Background: an optimization exercise with open tools, aiming at small area. Do not read the settings as production practice.
Function was checked by simulation only, so behaviour that the tests miss may differ from the original.

==> flow/design.v, too long to show whole: its modules and the start of the top module <==
// module FPMul: 1683 lines
// module FPU3: 52 lines
// module ARM: 316 lines
module ARM(
    input CLK,
    input Reset,
    input [31:0] Instr,
    input [31:0] ReadData,
    output [31:0] PC,
    output [31:0] ALUResult,
    output [31:0] WriteData,
    output cpu_op,
    output cpu_valid,
    input cache_busy,
    input cache_ready
);
  // ...
==> flow/run.sh <==
#!/bin/bash
# synth_recipe.tcl (not shown) runs the flow's synth.tcl, then flattens the netlist and writes it again
# the make line also repeats each setting of config.mk as NAME=value (left out here)
make -C /OpenROAD-flow-scripts/flow DESIGN_CONFIG=/design/flow/config.mk WORK_HOME=/design/flow/orfs CLKGATE_MAP_FILE= SYNTH_SCRIPT=/design/flow/synth_recipe.tcl finish
==> flow/config.mk <==
export PLATFORM = sky130hd
export DESIGN_NAME = ARM
export DESIGN_NICKNAME = ARM
export VERILOG_FILES = /design/flow/design.v
export SDC_FILE = /design/flow/constraint.sdc
export NUM_CORES = 4
export LEC_CHECK = 0
export ABC_AREA = 1
export CAP_MARGIN = 20
export CORE_MARGIN = 2
export CORE_UTILIZATION = 40
export SLEW_MARGIN = 20
==> flow/constraint.sdc <==
create_clock -name core_clock -period 20.0 [get_ports {CLK}]
set_input_delay 4.0000 -clock core_clock [delete_from_list [all_inputs] [get_ports {CLK}]]
set_output_delay 4.0000 -clock core_clock [all_outputs]
set_load 0.01 [all_outputs]
==> key figures, run 1 <==
Setup path
  • R2R Setup Slk: 0.82 ns
  • Worst Path Required: 20.57 ns
  • Worst setup path class: flip-flop to flip-flop
  • Crit. End Element: flip-flop
  • Max incr delay on CP: 0.66 ns

Routing
  • Vias: 95.4k
  • Met3 routed WL: 49.1 mm
  • Residual DRC count: 0
  • Drt pass-1 iters: 7

Final layout
  • Most frequent cells in the layout: 2216 x nand2_1, 1431 x inv_1, 1350 x edfxtp_1, 1350 x nor2_1, 1277 x o21ai_0
  • Area taken by multi-input logic gates: 52000 sq um
  • Clkbuf count: 222
  • NonClk Buf Share: 3.68%
  • Max reg flops: 512
  • Sequential cell count: 1550
  • Multi-input comb cells: 8497

Global routing
  • Met3 Usage GRT: 6.91%
  • Largest net degree at the start of global routing: 156
  • Grt total ovfl: 0
  • Initial antenna violation count: 28

Synthesis
  • Synth Register Bits: 1550
  • Synth top area cells: edfxtp_1 38%, fa_1 9.7%, nand2_1 7.9%
  • Post-synth top cells: 2224 x nand2_1, 1439 x inv_1, 1382 x nor2_1
  • Synth top area share: 38.4%
  • Ys flop type: edfxtp_1

Clock network
  • CTS Sinks: 1550
  • Num CTS Buffers: 179
  • Htree depth: 4
  • CTS tree: built
  • Worst-Skew Late Latency: 0.88 ns

Timing
  • Hold Slack: 0.376 ns

Run status
  • Run status: finished clean

Hold path
  • Hold Crit Start: WA3_M[2]$_DFFE_PN_
  • Hold path depth: 0
==> inputs of run 2 (changes only) <==
--- a/flow/config.mk
+++ b/flow/config.mk
@@ -11,2 +11,3 @@
 export CORE_UTILIZATION = 40
+export CTS_BUF_LIST = sky130_fd_sc_hd__clkbuf_4
 export SLEW_MARGIN = 20
==> run 2 against run 1 <==
Effect of this change: sequential share of layout area rose by 0.070 points; wire length increased by 0.76%; critical path depth decreased by 2; critical path type unchanged; largest cell class unchanged; maximum frequency is 0.81% lower.
==> key figures, run 2 <==
Final layout
  • Max reg flops: 512 (unchanged)
  • Post-layout net count: 13.3k
  • Share of layout cells above drive strength 1: 10.2%
  • Final instance area: 117000 sq um
  • Area taken by multi-input logic gates: 52000 sq um (about the same)
  • FILL cells: 25.7k
  • Most frequent cells in the layout: 2216 x nand2_1, 1432 x inv_1, 1350 x edfxtp_1, 1350 x nor2_1, 1277 x o21ai_0
  • FF+latch area: 45200 sq um
  • Area grow syn2layout: 11.1%
  • Biggest regs: EntryTA (512), RegBank (480), imm (64)
  • Most flop-heavy register: EntryTA
  • Commonest non-fill, non-tap cell in the layout: nand2_1

Setup path
  • Crit-path slowest cell: dfrtp_1
  • Worst setup path class: flip-flop to flip-flop
  • Crit path arrival time: 20.30 ns
  • CP max FO: 9
  • CP startpoint kind: flip-flop
  • RR Startpoint: FlagC$_DFFE_PP0P_
  • Worst Path Required: 20.96 ns (+0.39 ns)
  • Critical path's most frequent cell: fa_1
  • Max incr delay on CP: 0.68 ns (+0.02 ns)
  • Crit. End Element: flip-flop
  • CP Launch Point: FlagC$_DFFE_PP0P_

Floorplanning
  • DIE HEIGHT: 517 microns
  • Core area: 262000 sq um
  • I/O Pins: 166
  • DIE WIDTH: 517 microns
  • Initial core utilization: 40.2%
  • Num rows: 188
  • Die area: 268000 sq um

Clock network
  • Post-CTS Setup Inserts: 0
  • CTS resizes: 0
  • Worst-Skew Late Latency: 1.35 ns (+0.47 ns)
  • Hold buffers post-CTS: 0
  • Num CTS Buffers: 421 (+140%)
  • Htree depth: 5 (+1)
  • Clock transition at path regs: 0.07 ns
  • CTS Buffer Depth: 4
  • CTS tree: built
  • Root Buffer: clkbuf_4
  • CTS Sinks: 1550 (unchanged)

Timing
  • Final worst path period share: 96.7%
  • Final worst slack: 0.660 ns
  • Setup violators final: 0
  • Final Skew: 0.166 ns
  • Final Critical Period: 19.34 ns
  • Fin Setup TNS: 0 ns
  • Highest Clock Rate: 51.7 MHz
  • Count of final hold-check violations: 0
  • Slew HR: 17.4%
  • Least-Margin Pin Slew: 1.23 ns
  • RSZ-0062 raised after global routing: false
  • Fin. max-slew vios: 0

Routing
  • Residual DRC count: 0 (unchanged)
  • Drt pass-1 iters: 7 (unchanged)
  • DRT iter0 DRCs: 13.4k
  • Final ANT Viol Nets: 0
  • Final WL: 455 mm
  • Vias: 97.2k (+2.0%)
  • Wirelength per Cell: 27.9 microns
  • Routed vias/inst: 5.95

Synthesis
  • Synth top area cells: edfxtp_1 38%, fa_1 9.7%, nand2_1 7.9%
  • Mapped Nets: 13.1k
  • Synth Area in XOR/XNOR: 2.48%
  • Mapped Area: 105000 sq um
  • Largest family of logic cells by synthesized area: simple AND/OR/NAND/NOR gates
  • Adder-Cell Fraction of Synth Area: 12.6%
  • Mux cell area share after synthesis: 0.00949%
  • Synth top area share: 38.4% (unchanged)
  • Gate Count Post-Synth: 12.3k
  • Mean Syn Cell Area: 8.59 sq um
  • YS warnings: 2
  • Post-synth top area cell: edfxtp_1
  • Most common cell in the netlist: nand2_1
  • Synth Register Bits: 1550 (unchanged)
  • Post-synthesis sequential area ratio: 42.9%
  • Ys flop type: edfxtp_1
  • Number of synthesized flops with an enable pin: 1350
  • Post-Synth Simple-Gate Area: 19.2%
  • Synth Area in Compound Gates: 14.6%
  • Post-synth top cells: 2224 x nand2_1, 1439 x inv_1, 1382 x nor2_1
  • Post-synthesis cell type count: 84
  • Post-synth ARST share: 8.45%

Place
  • Placed Area: 112000 sq um
  • Routability cong.: 1.05
  • Quantity of I/O buffers inserted on ports: 164
  • Dpl ws: 0.740 ns
  • HPWL Detailed: 322 mm

Global routing
  • Vias in the first global route: 92.1k
  • GRT Total Usage: 33.2%
  • Grt total ovfl: 0 (unchanged)
  • Largest net degree at the start of global routing: 156 (unchanged)
  • First-pass GRT wire length: 643 mm
  • Initial antenna violation count: 30 (+7.1%)

Hold path
  • Hold Path Class: flip-flop to flip-flop
  • Hold Crit Start: PC_D[26]$_DFFE_PN_

Run status
  • Run status: finished clean

Flow run
  • Max-cap check violation count: 0
-- run 2: cell counts after synthesis --
No cell type changed its count.
-- run 2: cells by family (layout without fill, tap and decap cells) --
family,count (synthesis),count (layout)
xor+xnor,294,294
fa+ha+maj,756,756
flops,1550,1550
buf+inv,2229,2764
compound gates,2639,2639
simple gates,4807,4807
other cells,0,22
mux,1,1
-- run 2: area by class of cell --
| cell class | instances | share of cell area (%) |
|---|---|---|
| multi-input cells | 8497 | 44.4 |
| well taps | 3515 | 3.75 |
| clock buffers | 627 | 4.02 |
| diodes | 22 | 0.0470 |
| flip-flops and latches | 1550 | 38.6 |
| clock inverters | 112 | 0.531 |
| repair buffers | 502 | 3.70 |
| inverters | 1523 | 4.92 |
-- run 2: worst paths after layout --
check	to	slack [ns]	depth (start not counted)
max	ALUResult_M[30]$_DFFE_PN_	0.66	71
min	PC_E[26]$_DFFE_PP_	0.36	0
max reg2reg	ALUResult_M[30]$_DFFE_PN_	0.66	71
min reg2reg	PC_E[26]$_DFFE_PP_	0.36	0
max in group asynchronous	EntryPB[6]$_DFFE_PP0P_	15.14	3
min in group asynchronous	Instr_D[31]$_DFFE_PP0N_	3.27	2
-- run 2: worst max-delay path, delay by kind of cell, from the launching register on --
| kind | cells | cell delay [ns] |
|---|---|---|
| xor gates and xnor gates | 1 | 0.13 |
| AOI/OAI and AO/OA | 7 | 0.87 |
| adders and majority gates | 32 | 12.54 |
| and+or+nand+nor | 20 | 3.55 |
| DFF | 1 | 0.68 |
| buffers and inverters | 11 | 1.25 |
-- run 2: through the flow --
stage | instances | utilization, % | hold WS, ns
after floorplan | 12276 | - | 0.348
after global placement | 15583 | 42.6 | 0.363
after detailed placement | 15584 | 42.6 | 0.360
after CTS | 16323 | 44.6 | 0.359
after global routing | 16334 | 44.6 | 0.379
final | 16348 | 44.7 | 0.364
-- run 2: per-layer routing --
layer  vias up  wire length (microns)  GRT usage, %
li1      42144                      -             -
met1     47476                 173000          42.9
met2      6262                 199000          50.3
met3      1332                  50600          7.36
met4        16                  32500          20.9
met5         -                    112             0

## static timing again, ports no longer ideal
The flow's constraints put no driver on any port. The routed layouts listed below were extracted and timed again, unchanged, in two steps. Step 1 assumes that a clkbuf_16 drives the clock port and a buf_2 every other input. Step 2 moves the port delays by t, midway between the first and last clock arrival at a register: inputs arrive t later, outputs are due t later. That takes back most of the time a late clock gives input paths. Slacks: ideal / step 1 / step 2; pairs: ideal / step 1.
| run | t, ns | setup slack, ns | hold WS [ns] |
|---|---|---|---|
| run 1 | 0.957 | 0.817 / 0.817 / 0.817 | 0.376 / 0.376 / 0.376 |
| run 2 | 1.369 | 0.660 / 0.660 / 0.660 | 0.364 / 0.364 / 0.364 |
After both steps every run listed still meets setup and hold.
